This is an optimization exercise on Yosys and OpenROAD, whose aim is small area, not a production implementation. In this exercise RTL edits were held to simulation tests only and were not proved equivalent to the original. Power figures rest on the tool's default switching activity, not on a simulated workload.

== the reference run ==
==> module adc9826, before the edit <==
module adc9826 (
    input             clk,
    input             rst_n,
    input      [7:0]  adc_data_in,       
    input      [7:0]  adc_data_fall_in,  
    output            adc_oeb,
    input             adc_start_in,
    output reg        adc_done_out,
    output     [12:0] ram_addr_o,
    output     [31:0] ram_data_o,        
    output            ram_wr_o
);
reg  [9:0]  cnt;
reg         tail;           
reg  [10:0] waddr;          
reg  [7:0]  r1, r2, r3;     
reg  [7:0]  f1, f2, f3, f4; 
wire idle = (cnt == 10'd0);
wire last = &cnt;
always @(posedge clk) begin
    if (~rst_n) cnt <= 10'd0;
    else if (idle) cnt <= adc_start_in ? 10'd506 : 10'd0;
    else cnt <= cnt + 1'b1;
    adc_done_out <= last;
    tail <= adc_done_out;
end
assign ram_wr_o = (cnt[9] & cnt[0] & (|cnt[8:1])) | tail;
always @(posedge clk) begin
    if (~rst_n) waddr <= 11'd0;
    else if (ram_wr_o) waddr <= waddr + 1'b1;
end
always @(posedge clk) begin
    r1 <= adc_data_in;
    if (~adc_done_out) r2 <= r1;
    r3 <= r2;
    f1 <= cnt[9] ? adc_data_fall_in : 8'h00;
    f2 <= f1;
    f3 <= f2;
    f4 <= f3;
end
assign adc_oeb    = 1'b0;
assign ram_addr_o = {waddr, 2'b00};
assign ram_data_o = {f4, r3, f3, r2};
endmodule
export LEC_CHECK = 0
export CAP_MARGIN = 20
export CORE_AREA = 2.3 2.72 221.26 220.32
export CTS_BUF_LIST = sky130_fd_sc_hd__clkbuf_8
export CTS_CLUSTER_DIAMETER = 80
export CTS_CLUSTER_SIZE = 15
export DIE_AREA = 0 0 223.465 223.465
export SLEW_MARGIN = 20
create_clock -name core_clock -period 10.0 [get_ports {clk}]
standard.sh (not shown) runs the stock make flow with config.mk's settings and CLKGATE_MAP_FILE= SYNTH_SCRIPT=/design/flow/synth_recipe.tcl, a recipe that flattens the netlist after the stock synthesis.
==> flow/flow/run.sh <==
#!/bin/bash
# Layout flow: the standard flow (standard.sh), with the standard
# synthesis unchanged, and these changes to the later steps:
#  - port buffers are sky130_fd_sc_hd__buf_1 instead of the flow's default
#  - clock tree synthesis without dummy loads
# Each step's full output goes to a log file of its own in this folder.
set -euo pipefail

bash standard.sh synth > synth.log 2>&1

export BUFFER_PORTS_ARGS="-buffer_cell sky130_fd_sc_hd__buf_1"
export CTS_ARGS="-sink_clustering_enable -repair_clock_nets -dont_use_dummy_load -buf_list sky130_fd_sc_hd__clkbuf_8 -sink_clustering_size 15 -sink_clustering_max_diameter 80"

bash standard.sh floorplan > floorplan.log 2>&1
bash standard.sh place > place.log 2>&1
bash standard.sh cts > cts.log 2>&1
bash standard.sh route > route.log 2>&1
bash standard.sh finish > finish.log 2>&1
Inputs modified between the reference run and the trial run:
--- a/flow/design.v
+++ b/flow/design.v
@@ -107,11 +107,11 @@
     output     [31:0] ram_data_o,        
     output            ram_wr_o
 );
 reg  [9:0]  cnt;
 reg         tail;           
-reg  [10:0] waddr;          
+reg  [2:0]  caps;           
 reg  [7:0]  r1, r2, r3;     
 reg  [7:0]  f1, f2, f3, f4; 
 wire idle = (cnt == 10'd0);
 wire last = &cnt;
 always @(posedge clk) begin
@@ -121,24 +121,25 @@
     adc_done_out <= last;
     tail <= adc_done_out;
 end
 assign ram_wr_o = (cnt[9] & cnt[0] & (|cnt[8:1])) | tail;
 always @(posedge clk) begin
-    if (~rst_n) waddr <= 11'd0;
-    else if (ram_wr_o) waddr <= waddr + 1'b1;
+    if (~rst_n) caps <= 3'd0;
+    else if (tail) caps <= caps + 1'b1;
 end
+wire [7:0] idx = tail ? 8'hff : cnt[8:1] - 1'b1;
 always @(posedge clk) begin
     r1 <= adc_data_in;
     if (~adc_done_out) r2 <= r1;
     r3 <= r2;
     f1 <= cnt[9] ? adc_data_fall_in : 8'h00;
     f2 <= f1;
     f3 <= f2;
     f4 <= f3;
 end
 assign adc_oeb    = 1'b0;
-assign ram_addr_o = {waddr, 2'b00};
+assign ram_addr_o = {caps, idx, 2'b00};
 assign ram_data_o = {f4, r3, f3, r2};
 endmodule
 `timescale 1ns/1ps
 module g11620 (
     input             clk,
The trial run finished end to end and its layout was clean on timing, DRC and antenna.
Multi-input logic portion of the cell area, the trial run and the reference run: higher on the trial run
As far as fraction of registers with async set/reset goes, the reference run and the trial run are indistinguishable; the numbers are identical.
Going from the reference run to the trial run, clock skew higher; overall track demand over capacity in global routing level.
[compare] base=the reference run new=the trial run: total power consumption of the routed design up 1.0%, total wire length down 520 um, routed length on met2 down 650 um.
Per the comparison of the trial run with the reference run, overall die area did not really move; worst setup slack went down; net switching power went up; synthesized cell count went down.
Sort the trial run and the reference run by post-route clock period utilization asc -> top: the reference run
Diff the reference run -> the trial run: tapcell count comparable, HPWL reported at the end of detailed placement now smaller.

-- afterwards: timing with drivers on the ports --
No port has a modelled driver above. Below, the same layouts with a new extraction and two added sets of constraints. Step 1 assumes that a clkbuf_16 drives the clock port and a buf_2 every other input. Step 2 also shifts input and output timing later by t, the mid clock arrival at the registers, as if the neighbouring blocks saw the same clock. Three values: ideal ports, drivers, drivers and shift; two values: the first two.
run	shift t [ns]	slack for setup (ns)	hold WS [ns]	latest minus earliest clock arrival (ns)
the reference run	0.633	4.709 / 4.682 / 4.682	0.329 / 0.329 / 0.329	0.053 / 0.053
the trial run	0.627	4.589 / 4.568 / 4.568	0.327 / 0.327 / 0.327	0.138 / 0.138
After both steps every run listed still meets setup and hold. The setup slack of the reference run, which loses most, moves by -0.027 ns with the drivers and by -0.027 ns with both steps.
